Context: an optimization exercise on an open-source flow, tuned for small area, a short achievable clock period and few clock cycles per item. The choices shown serve that exercise and are no tape-out recipe.
Power and IR drop assume default switching activity.

==> inputs of run a <==
==> flow/design.v (excerpt) <==
module risc (
    input         reset,
    input         clk0,
    input  [31:0] mem_datain,
    output [23:0] paddr,
    output [31:0] mem_dataout,
    output        mem_req,
    output        mem_rdwr,
    output        halted
);
reg  [23:0] ar;     
reg  [31:0] acc;
reg  [31:0] ir;     
reg  [1:0]  ir_nz;  
reg         e;      
reg         hlt;    
reg         chk;    
reg         c_jge, c_jne;           
reg         wr;                     
reg         c_mem;                  
reg  [2:0]  c_op;                   
reg         c_shr, c_shl;
reg         c_clr;                  
localparam [2:0] OP_LDA = 3'b000, OP_COM = 3'b001, OP_AND = 3'b010, OP_OR  = 3'b011,
                 OP_XOR = 3'b100, OP_SWP = 3'b101, OP_ADD = 3'b110, OP_SUB = 3'b111;
wire        c_add = c_mem & c_op[2] & c_op[1];      
wire        c_ld  = c_mem & ~(c_op[2] & c_op[1]);   
assign paddr       = ar;
assign mem_dataout = acc;
assign mem_req     = ~hlt;
assign mem_rdwr    = ~wr;
assign halted      = hlt;
wire [31:0] d  = mem_datain;
wire [7:0] o   = d[31:24];
wire       def = (o[7:4] == 4'h0);
wire       d_lda = def & (o[3:0] == 4'h0);
wire       d_sto = def & (o[3:0] == 4'h1);
wire       d_add = def & (o[3:0] == 4'h2);
wire       d_sub = def & (o[3:0] == 4'h3);
wire       d_jmp = def & (o[3:0] == 4'h4);
wire       d_jge = def & (o[3:0] == 4'h5);
wire       d_jne = def & (o[3:0] == 4'h6);
wire       d_stp = def & (o[3:0] == 4'h7);
wire       d_shr = def & (o[3:0] == 4'h8);
wire       d_shl = def & (o[3:0] == 4'h9);
wire       d_and = def & (o[3:0] == 4'ha);
wire       d_or  = def & (o[3:0] == 4'hb);
wire       d_xor = def & (o[3:0] == 4'hc);
wire       d_com = def & (o[3:0] == 4'hd);
wire       d_swp = def & (o[3:0] == 4'he);
wire       d_mem = d_lda | d_sto | d_add | d_sub | d_and | d_or | d_xor | d_com | d_swp;
wire       d_cj  = d_jge | d_jne;
wire [2:0] d_op = {d_xor | d_swp | d_add | d_sub,
                   d_and | d_or  | d_add | d_sub,
                   d_com | d_or  | d_swp | d_sub};
reg [3:0] k;
always @* begin
    case (c_op)
        OP_LDA:  k = 4'b1010;
        OP_COM:  k = 4'b0101;
        OP_AND:  k = 4'b1000;
        OP_OR:   k = 4'b1110;
        OP_XOR:  k = 4'b0110;
        OP_ADD:  k = 4'b0110;
        OP_SUB:  k = 4'b1001;
        default: k = 4'b1010;
  ...
==> module risc, before the edit <==
module risc (
    input         reset,
    input         clk0,
    input  [31:0] mem_datain,
    output [23:0] paddr,
    output [31:0] mem_dataout,
    output        mem_req,
    output        mem_rdwr,
    output        halted
);
reg  [23:0] ar;     
reg  [31:0] acc;
reg  [31:0] ir;     
reg  [1:0]  ir_nz;  
reg         e;      
reg         hlt;    
reg         chk;    
reg         c_jge, c_jne;           
reg         wr;                     
reg         c_mem;                  
reg  [2:0]  c_op;                   
reg         c_shr, c_shl;
reg         c_clr;                  
localparam [2:0] OP_LDA = 3'b000, OP_COM = 3'b001, OP_AND = 3'b010, OP_OR  = 3'b011,
                 OP_XOR = 3'b100, OP_SWP = 3'b101, OP_ADD = 3'b110, OP_SUB = 3'b111;
wire        c_add = c_mem & c_op[2] & c_op[1];      
wire        c_ld  = c_mem & ~(c_op[2] & c_op[1]);   
assign paddr       = ar;
assign mem_dataout = acc;
assign mem_req     = ~hlt;
assign mem_rdwr    = ~wr;
assign halted      = hlt;
wire [31:0] d  = mem_datain;
wire [7:0] o   = d[31:24];
wire       def = (o[7:4] == 4'h0);
wire       d_lda = def & (o[3:0] == 4'h0);
wire       d_sto = def & (o[3:0] == 4'h1);
wire       d_add = def & (o[3:0] == 4'h2);
wire       d_sub = def & (o[3:0] == 4'h3);
wire       d_jmp = def & (o[3:0] == 4'h4);
wire       d_jge = def & (o[3:0] == 4'h5);
wire       d_jne = def & (o[3:0] == 4'h6);
wire       d_stp = def & (o[3:0] == 4'h7);
wire       d_shr = def & (o[3:0] == 4'h8);
wire       d_shl = def & (o[3:0] == 4'h9);
wire       d_and = def & (o[3:0] == 4'ha);
wire       d_or  = def & (o[3:0] == 4'hb);
wire       d_xor = def & (o[3:0] == 4'hc);
wire       d_com = def & (o[3:0] == 4'hd);
wire       d_swp = def & (o[3:0] == 4'he);
wire       d_mem = d_lda | d_sto | d_add | d_sub | d_and | d_or | d_xor | d_com | d_swp;
wire       d_cj  = d_jge | d_jne;
wire [2:0] d_op = {d_xor | d_swp | d_add | d_sub,
                   d_and | d_or  | d_add | d_sub,
                   d_com | d_or  | d_swp | d_sub};
reg [3:0] k;
always @* begin
    case (c_op)
        OP_LDA:  k = 4'b1010;
        OP_COM:  k = 4'b0101;
        OP_AND:  k = 4'b1000;
        OP_OR:   k = 4'b1110;
        OP_XOR:  k = 4'b0110;
        OP_ADD:  k = 4'b0110;
        OP_SUB:  k = 4'b1001;
        default: k = 4'b1010;
    endcase
    if (~e) k = 4'b1010;
end
wire k_swp = e & (c_op == OP_SWP);
wire sign_n = ~c_clr & (c_ld ? ir[31] : c_shr ? 1'b0 : c_shl ? acc[30] : acc[31]);
wire nz_n   = ~c_clr & (c_ld ? (|ir_nz) : ((|acc[30:1]) | (acc[31] & ~c_shl) | (acc[0] & ~c_shr)));
wire cond_n = (d_jge & ~sign_n) | (d_jne & nz_n);
wire squash = chk & ~((c_jge & ~acc[31]) | (c_jne & (|acc)));
wire [31:0] sum;
add32 adder (.a(acc), .p(ir), .ci(c_op[0]), .s(sum));
wire        x_ld  = c_ld & ~e, x_add = c_add & ~e, x_shr = c_shr & ~e, x_shl = c_shl & ~e;
wire [31:0] acc_n =
      ({32{x_ld}}  & ir)
    | ({32{x_add}} & sum)
    | ({32{x_shr}} & {1'b0, acc[31:1]})
    | ({32{x_shl}} & {acc[30:0], 1'b0})
    | ({32{~(x_ld | x_add | x_shr | x_shl | c_clr)}} & acc);
wire [23:0] ar1;
inc24 incr (.a(ar), .s(ar1));
wire [31:0] dl = (acc & d & {32{k[3]}}) | (acc & ~d & {32{k[2]}})
               | (~acc & d & {32{k[1]}}) | (~acc & ~d & {32{k[0]}});
wire [31:0] ir_n = k_swp ? {d[15:0], d[31:16]} :
                   e     ? dl : {d[31:24], ar1};
wire        jge_ok = c_add | ~sign_n, jne_ok = c_add | nz_n;
wire        jump = def & ((o[3:0] <= 4'h4) | ((o[3:0] >= 4'ha) & (o[3:0] != 4'hf))
                          | ((o[3:0] == 4'h5) & jge_ok) | ((o[3:0] == 4'h6) & jne_ok));
wire        back = e | squash;
wire [23:0] ar_n = (jump & ~back) ? d[23:0] : back ? ir[23:0] : ar1;
always @(posedge clk0) begin
    ir    <= ir_n;
    ir_nz <= {|dl[31:16], |dl[15:0]};    
end
always @(posedge clk0) begin
    if (~e) begin
        c_op  <= d_op;
    end
end
always @(posedge clk0)
    acc <= acc_n;
always @(posedge clk0 or posedge reset)
    if (reset)
        c_clr <= 1'b1;
    else if (~e)
        c_clr <= 1'b0;
always @(posedge clk0 or posedge reset) begin
    if (reset) begin
        ar    <= 24'h0;
        e     <= 1'b0;
        wr    <= 1'b0;
        hlt   <= 1'b0;
        chk   <= 1'b0;
        c_jge <= 1'b0; c_jne <= 1'b0;
        c_mem <= 1'b0; c_shr <= 1'b0; c_shl <= 1'b0;
    end else begin
        ar    <= ar_n;
        if (e) begin
            e     <= 1'b0;
            wr    <= 1'b0;
        end else begin
            e     <= ~squash & ~hlt & d_mem;
            wr    <= ~squash & ~hlt & d_sto;
            hlt   <= hlt | (~squash & d_stp);
            chk   <= ~squash & d_cj & c_add;
            c_jge <= ~squash & d_jge;
            c_jne <= ~squash & d_jne;
            c_mem <= ~squash & d_mem & ~d_sto;
            c_shr <= ~squash & d_shr;
            c_shl <= ~squash & d_shl;
        end
    end
end
endmodule
clock: 6.5 ns
lec_check: 0
abc_area: 1
cap_margin: 20
core_margin: 2
core_utilization: 40
setup_slack_margin: 4.0
slew_margin: 20
standard.sh (not shown) runs the stock make flow with config.mk's settings and CLKGATE_MAP_FILE= SYNTH_SCRIPT=/design/flow/synth_recipe.tcl, a recipe that flattens the netlist after the stock synthesis.
==> flow/flow/run.sh <==
#!/bin/bash
# Own flow: the standard layout (standard.sh, ORFS make) with the ports
# buffered by the smallest buffer instead of the default delay buffer. The
# resizer still upsizes any port buffer that timing or slew needs.
set -euo pipefail
bash standard.sh BUFFER_PORTS_ARGS="-buffer_cell sky130_fd_sc_hd__buf_1" finish > make_finish.log 2>&1
==> run b: changes against run a <==
--- a/flow/design.v
+++ b/flow/design.v
@@ -195,30 +195,26 @@
     output        mem_rdwr,
     output        halted
 );
-reg  [23:0] ar;     
+reg  [23:0] pc;     
 reg  [31:0] acc;
 reg  [31:0] ir;     
-reg  [1:0]  ir_nz;  
 reg         e;      
 reg         hlt;    
-reg         chk;    
+reg         sel;                    
+reg         chk;                    
 reg         c_jge, c_jne;           
-reg         wr;                     
-reg         c_mem;                  
-reg  [2:0]  c_op;                   
-reg         c_shr, c_shl;
-reg         c_clr;                  
-localparam [2:0] OP_LDA = 3'b000, OP_COM = 3'b001, OP_AND = 3'b010, OP_OR  = 3'b011,
-                 OP_XOR = 3'b100, OP_SWP = 3'b101, OP_ADD = 3'b110, OP_SUB = 3'b111;
-wire        c_add = c_mem & c_op[2] & c_op[1];      
-wire        c_ld  = c_mem & ~(c_op[2] & c_op[1]);   
-assign paddr       = ar;
+reg         c_sto;                  
+reg         c_we;                   
+reg         c_ld, c_add, c_sub, c_shr, c_shl;
+reg  [3:0]  k;
+reg         k_swp;
+wire squash = chk & ((c_jge & ~acc[31]) | (c_jne & (|acc)));
+assign paddr       = sel ? ir[23:0] : pc;
 assign mem_dataout = acc;
 assign mem_req     = ~hlt;
-assign mem_rdwr    = ~wr;
+assign mem_rdwr    = ~(e & c_sto);
 assign halted      = hlt;
-wire [31:0] d  = mem_datain;
-wire [7:0] o   = d[31:24];
+wire [7:0] o   = mem_datain[31:24];
 wire       def = (o[7:4] == 4'h0);
 wire       d_lda = def & (o[3:0] == 4'h0);
 wire       d_sto = def & (o[3:0] == 4'h1);
@@ -236,90 +232,78 @@
 wire       d_com = def & (o[3:0] == 4'hd);
 wire       d_swp = def & (o[3:0] == 4'he);
 wire       d_mem = d_lda | d_sto | d_add | d_sub | d_and | d_or | d_xor | d_com | d_swp;
-wire       d_cj  = d_jge | d_jne;
-wire [2:0] d_op = {d_xor | d_swp | d_add | d_sub,
-                   d_and | d_or  | d_add | d_sub,
-                   d_com | d_or  | d_swp | d_sub};
-reg [3:0] k;
-always @* begin
-    case (c_op)
-        OP_LDA:  k = 4'b1010;
-        OP_COM:  k = 4'b0101;
-        OP_AND:  k = 4'b1000;
-        OP_OR:   k = 4'b1110;
-        OP_XOR:  k = 4'b0110;
-        OP_ADD:  k = 4'b0110;
-        OP_SUB:  k = 4'b1001;
-        default: k = 4'b1010;
-    endcase
-    if (~e) k = 4'b1010;
-end
-wire k_swp = e & (c_op == OP_SWP);
-wire sign_n = ~c_clr & (c_ld ? ir[31] : c_shr ? 1'b0 : c_shl ? acc[30] : acc[31]);
-wire nz_n   = ~c_clr & (c_ld ? (|ir_nz) : ((|acc[30:1]) | (acc[31] & ~c_shl) | (acc[0] & ~c_shr)));
-wire cond_n = (d_jge & ~sign_n) | (d_jne & nz_n);
-wire squash = chk & ~((c_jge & ~acc[31]) | (c_jne & (|acc)));
-wire [31:0] sum;
-add32 adder (.a(acc), .p(ir), .ci(c_op[0]), .s(sum));
-wire        x_ld  = c_ld & ~e, x_add = c_add & ~e, x_shr = c_shr & ~e, x_shl = c_shl & ~e;
-wire [31:0] acc_n =
-      ({32{x_ld}}  & ir)
-    | ({32{x_add}} & sum)
-    | ({32{x_shr}} & {1'b0, acc[31:1]})
-    | ({32{x_shl}} & {acc[30:0], 1'b0})
-    | ({32{~(x_ld | x_add | x_shr | x_shl | c_clr)}} & acc);
-wire [23:0] ar1;
-inc24 incr (.a(ar), .s(ar1));
+wire [3:0] k_e = {d_lda | d_and | d_or | d_sub,           
+                  d_com | d_or | d_xor | d_add,           
+                  d_lda | d_or | d_xor | d_add,           
+                  d_com | d_sub};                         
+localparam [3:0] K_PASS = 4'b1010;                        
+wire [31:0] d  = mem_datain;
 wire [31:0] dl = (acc & d & {32{k[3]}}) | (acc & ~d & {32{k[2]}})
                | (~acc & d & {32{k[1]}}) | (~acc & ~d & {32{k[0]}});
-wire [31:0] ir_n = k_swp ? {d[15:0], d[31:16]} :
-                   e     ? dl : {d[31:24], ar1};
-wire        jge_ok = c_add | ~sign_n, jne_ok = c_add | nz_n;
-wire        jump = def & ((o[3:0] <= 4'h4) | ((o[3:0] >= 4'ha) & (o[3:0] != 4'hf))
-                          | ((o[3:0] == 4'h5) & jge_ok) | ((o[3:0] == 4'h6) & jne_ok));
-wire        back = e | squash;
-wire [23:0] ar_n = (jump & ~back) ? d[23:0] : back ? ir[23:0] : ar1;
+wire [31:0] ir_n = k_swp ? {d[15:0], d[31:16]} : dl;
+wire [31:0] sum;
+add32 adder (.a(acc), .p(ir), .ci(c_sub), .s(sum));
+wire [31:0] acc_n =
+      ({32{c_ld}}  & ir)
+    | ({32{c_add}} & sum)
+    | ({32{c_shr}} & {1'b0, acc[31:1]})
+    | ({32{c_shl}} & {acc[30:0], 1'b0})
+    | ({32{~c_we}} & acc);
+wire [23:0] paddr1;
+inc24 incr (.a(paddr), .s(paddr1));
+wire fcyc = ~e & ~hlt;
+wire sign_n = c_ld ? ir[31] : c_shr ? 1'b0 : c_shl ? acc[30] : acc[31];
+wire nz_n   = c_ld ? |ir : ((|acc[30:1]) | (acc[31] & ~c_shl) | (acc[0] & ~c_shr));
+wire d_cj   = d_jge | d_jne;
+wire cond_n = (d_jge & ~sign_n) | (d_jne & nz_n);
+always @(posedge clk0)
+    ir <= ir_n;
 always @(posedge clk0) begin
-    ir    <= ir_n;
-    ir_nz <= {|dl[31:16], |dl[15:0]};    
+    if (fcyc & ~squash) begin
+        c_sto <= d_sto;
+        c_sub <= d_sub;
+    end
 end
-always @(posedge clk0) begin
-    if (~e) begin
-        c_op  <= d_op;
+always @(posedge clk0 or posedge reset) begin
+    if (reset) begin
+        k     <= K_PASS;
+        k_swp <= 1'b0;
+    end else begin
+        k     <= (fcyc & ~squash & d_mem & ~d_swp) ? k_e : K_PASS;
+        k_swp <= fcyc & ~squash & d_swp;
     end
 end
-always @(posedge clk0)
-    acc <= acc_n;
-always @(posedge clk0 or posedge reset)
-    if (reset)
-        c_clr <= 1'b1;
-    else if (~e)
-        c_clr <= 1'b0;
 always @(posedge clk0 or posedge reset) begin
     if (reset) begin
-        ar    <= 24'h0;
+        pc    <= 24'h0;
+        acc   <= 32'h0;
         e     <= 1'b0;
-        wr    <= 1'b0;
         hlt   <= 1'b0;
-        chk   <= 1'b0;
+        sel   <= 1'b0; chk   <= 1'b0;
         c_jge <= 1'b0; c_jne <= 1'b0;
-        c_mem <= 1'b0; c_shr <= 1'b0; c_shl <= 1'b0;
-    end else begin
-        ar    <= ar_n;
-        if (e) begin
-            e     <= 1'b0;
-            wr    <= 1'b0;
-        end else begin
-            e     <= ~squash & ~hlt & d_mem;
-            wr    <= ~squash & ~hlt & d_sto;
-            hlt   <= hlt | (~squash & d_stp);
-            chk   <= ~squash & d_cj & c_add;
-            c_jge <= ~squash & d_jge;
-            c_jne <= ~squash & d_jne;
-            c_mem <= ~squash & d_mem & ~d_sto;
-            c_shr <= ~squash & d_shr;
-            c_shl <= ~squash & d_shl;
-        end
+        c_we  <= 1'b0;
+        c_ld  <= 1'b0; c_add <= 1'b0; c_shr <= 1'b0; c_shl <= 1'b0;
+    end else if (e) begin
+        e     <= 1'b0;
+        sel   <= 1'b0;
+    end else if (squash) begin
+        pc    <= ir[23:0];
+        sel   <= 1'b0; chk   <= 1'b0;
+        c_jge <= 1'b0; c_jne <= 1'b0;
+        c_we  <= 1'b0;
+        c_ld  <= 1'b0; c_add <= 1'b0; c_shr <= 1'b0; c_shl <= 1'b0;
+    end else if (~hlt) begin
+        pc    <= paddr1;
+        acc   <= acc_n;
+        e     <= d_mem;
+        hlt   <= d_stp;
+        sel   <= d_mem | d_jmp | (~c_add & cond_n);
+        chk   <= d_cj & c_add;
+        c_jge <= d_jge; c_jne <= d_jne;
+        c_we  <= d_lda | d_com | d_add | d_sub | d_and | d_or | d_xor | d_swp | d_shr | d_shl;
+        c_ld  <= d_lda | d_com | d_and | d_or | d_xor | d_swp;
+        c_add <= d_add | d_sub;
+        c_shr <= d_shr; c_shl <= d_shl;
     end
 end
 endmodule
Settings changed: SETUP_SLACK_MARGIN 4.0 to 3.5.
==> run c: changes against run a <==
--- a/flow/design.v
+++ b/flow/design.v
@@ -198,12 +198,12 @@
 reg  [23:0] ar;     
 reg  [31:0] acc;
 reg  [31:0] ir;     
-reg  [1:0]  ir_nz;  
+reg         ir_nz;  
 reg         e;      
 reg         hlt;    
 reg         chk;    
 reg         c_jge, c_jne;           
-reg         wr;                     
+reg         c_sto;                  
 reg         c_mem;                  
 reg  [2:0]  c_op;                   
 reg         c_shr, c_shl;
@@ -215,7 +215,7 @@
 assign paddr       = ar;
 assign mem_dataout = acc;
 assign mem_req     = ~hlt;
-assign mem_rdwr    = ~wr;
+assign mem_rdwr    = ~(e & c_sto);
 assign halted      = hlt;
 wire [31:0] d  = mem_datain;
 wire [7:0] o   = d[31:24];
@@ -256,7 +256,7 @@
 end
 wire k_swp = e & (c_op == OP_SWP);
 wire sign_n = ~c_clr & (c_ld ? ir[31] : c_shr ? 1'b0 : c_shl ? acc[30] : acc[31]);
-wire nz_n   = ~c_clr & (c_ld ? (|ir_nz) : ((|acc[30:1]) | (acc[31] & ~c_shl) | (acc[0] & ~c_shr)));
+wire nz_n   = ~c_clr & (c_ld ? ir_nz : ((|acc[30:1]) | (acc[31] & ~c_shl) | (acc[0] & ~c_shr)));
 wire cond_n = (d_jge & ~sign_n) | (d_jne & nz_n);
 wire squash = chk & ~((c_jge & ~acc[31]) | (c_jne & (|acc)));
 wire [31:0] sum;
@@ -274,17 +274,15 @@
                | (~acc & d & {32{k[1]}}) | (~acc & ~d & {32{k[0]}});
 wire [31:0] ir_n = k_swp ? {d[15:0], d[31:16]} :
                    e     ? dl : {d[31:24], ar1};
-wire        jge_ok = c_add | ~sign_n, jne_ok = c_add | nz_n;
-wire        jump = def & ((o[3:0] <= 4'h4) | ((o[3:0] >= 4'ha) & (o[3:0] != 4'hf))
-                          | ((o[3:0] == 4'h5) & jge_ok) | ((o[3:0] == 4'h6) & jne_ok));
-wire        back = e | squash;
-wire [23:0] ar_n = (jump & ~back) ? d[23:0] : back ? ir[23:0] : ar1;
+wire        jump = d_mem | d_jmp | (d_cj & (c_add | cond_n));
+wire [23:0] ar_n = (e | squash) ? ir[23:0] : jump ? d[23:0] : ar1;
 always @(posedge clk0) begin
     ir    <= ir_n;
-    ir_nz <= {|dl[31:16], |dl[15:0]};    
+    ir_nz <= |ir_n;
 end
 always @(posedge clk0) begin
     if (~e) begin
+        c_sto <= d_sto;
         c_op  <= d_op;
     end
 end
@@ -299,7 +297,6 @@
     if (reset) begin
         ar    <= 24'h0;
         e     <= 1'b0;
-        wr    <= 1'b0;
         hlt   <= 1'b0;
         chk   <= 1'b0;
         c_jge <= 1'b0; c_jne <= 1'b0;
@@ -308,10 +305,8 @@
         ar    <= ar_n;
         if (e) begin
             e     <= 1'b0;
-            wr    <= 1'b0;
         end else begin
             e     <= ~squash & ~hlt & d_mem;
-            wr    <= ~squash & ~hlt & d_sto;
             hlt   <= hlt | (~squash & d_stp);
             chk   <= ~squash & d_cj & c_add;
             c_jge <= ~squash & d_jge;
Settings changed: SETUP_SLACK_MARGIN 4.0 to 3.5.
==> notes.md <==
* Fmax at roughly 0.39 GHz
* Starting Density at 0.405
* Nets@finish at 1226
* Placer's final routability congestion estimate at 1.00
* Cell area after synthesis at between 7000 and 8000 sq um
* Cell-internal power at 1720 uW
* Row cnt at about 50
* Reg2Reg Launch Point: ar[0]$_DFF_PP0_
* Clock power share at 0.186
* Multi-input gates at ~810
* Yosys top cell by area: dfxtp_1
* Worst slew pin tran at 0.545 ns
* Flop pwr share at 0.372
* Outcome: complete, no violations
# the run above: run a

==> notes.md <==
* Outcome: complete, no violations
* Htree depth at 3
* Skew-Pair Late Insertion Delay at around 0.36 ns
* Fmax at between 0.3 and 0.4 GHz
* Worst slew pin tran at between 1 and 1.5 ns
* Pwr dens at between 150 and 200 nW/um^2
* Cell area after synthesis at approximately 7700 sq um
* Starting Density at 0.411
* Nets@finish at around 1300
* Row cnt at 50
* Reg2Reg Launch Point: sel$_DFFE_PP0P_
* Flop pwr share at 0.493
* Yosys top cell by area: dfrtp_1
* Clock power share at 0.396
* Final min period at around 3 ns
* Multi-input gates at just under 900
* Maximum VDD drop at around 0.00013 V
* Cell-internal power at ~1000 uW
# the run above: run b

==> notes.md <==
* Starting Density at 0.404
* Worst slew pin tran at between 1 and 1.5 ns
* Multi-input gates at between 800 and 900
* Row cnt at 50
* Outcome: complete, no violations
* Placer's final routability congestion estimate at 0.946
* Clock power share at 0.166
* Yosys top cell by area: dfxtp_1
* Nets@finish at 1259
* Cell-internal power at ~1700 uW
* Fmax at 0.341 GHz
* Cell area after synthesis at 7510 sq um
* Reg2Reg Launch Point: e$_DFF_PP0_
# the run above: run c

No run of this note included a check of the RTL's function; only the layout flow was run.

separate check: timing with driven ports:
Ports are ideal in the flow. The routed layouts listed here were re-timed in OpenROAD.
Step 1: set_driving_cell puts a clkbuf_16 on clk0 and a buf_2 on each other input, an assumption about the parent block.
Step 2 times the ports against the registers' clock, not the clock port: input delays grow and output delays shrink by t, the midpoint of the rising clock arrivals with the driver on.
Three values: no drivers, after step 1, after step 2; two values: the first two.
run | t (ns) | slack for setup (ns) | hold slack, ns | worst register clock-pin slew, ns
run a | 0.405 | 3.923 / 3.923 / 3.576 | 0.479 / 0.479 / 0.479 | 0.08 / 0.08
run b | 0.404 | 3.498 / 3.452 / 3.382 | 0.526 / 0.526 / 0.526 | 0.08 / 0.08
run c | 0.408 | 3.566 / 3.566 / 3.191 | 0.460 / 0.460 / 0.460 | 0.08 / 0.08
After both steps setup and hold are still met in every run listed. The setup slack of run c, which loses most, moves by 0.000 ns with the drivers and by -0.375 ns with both steps.
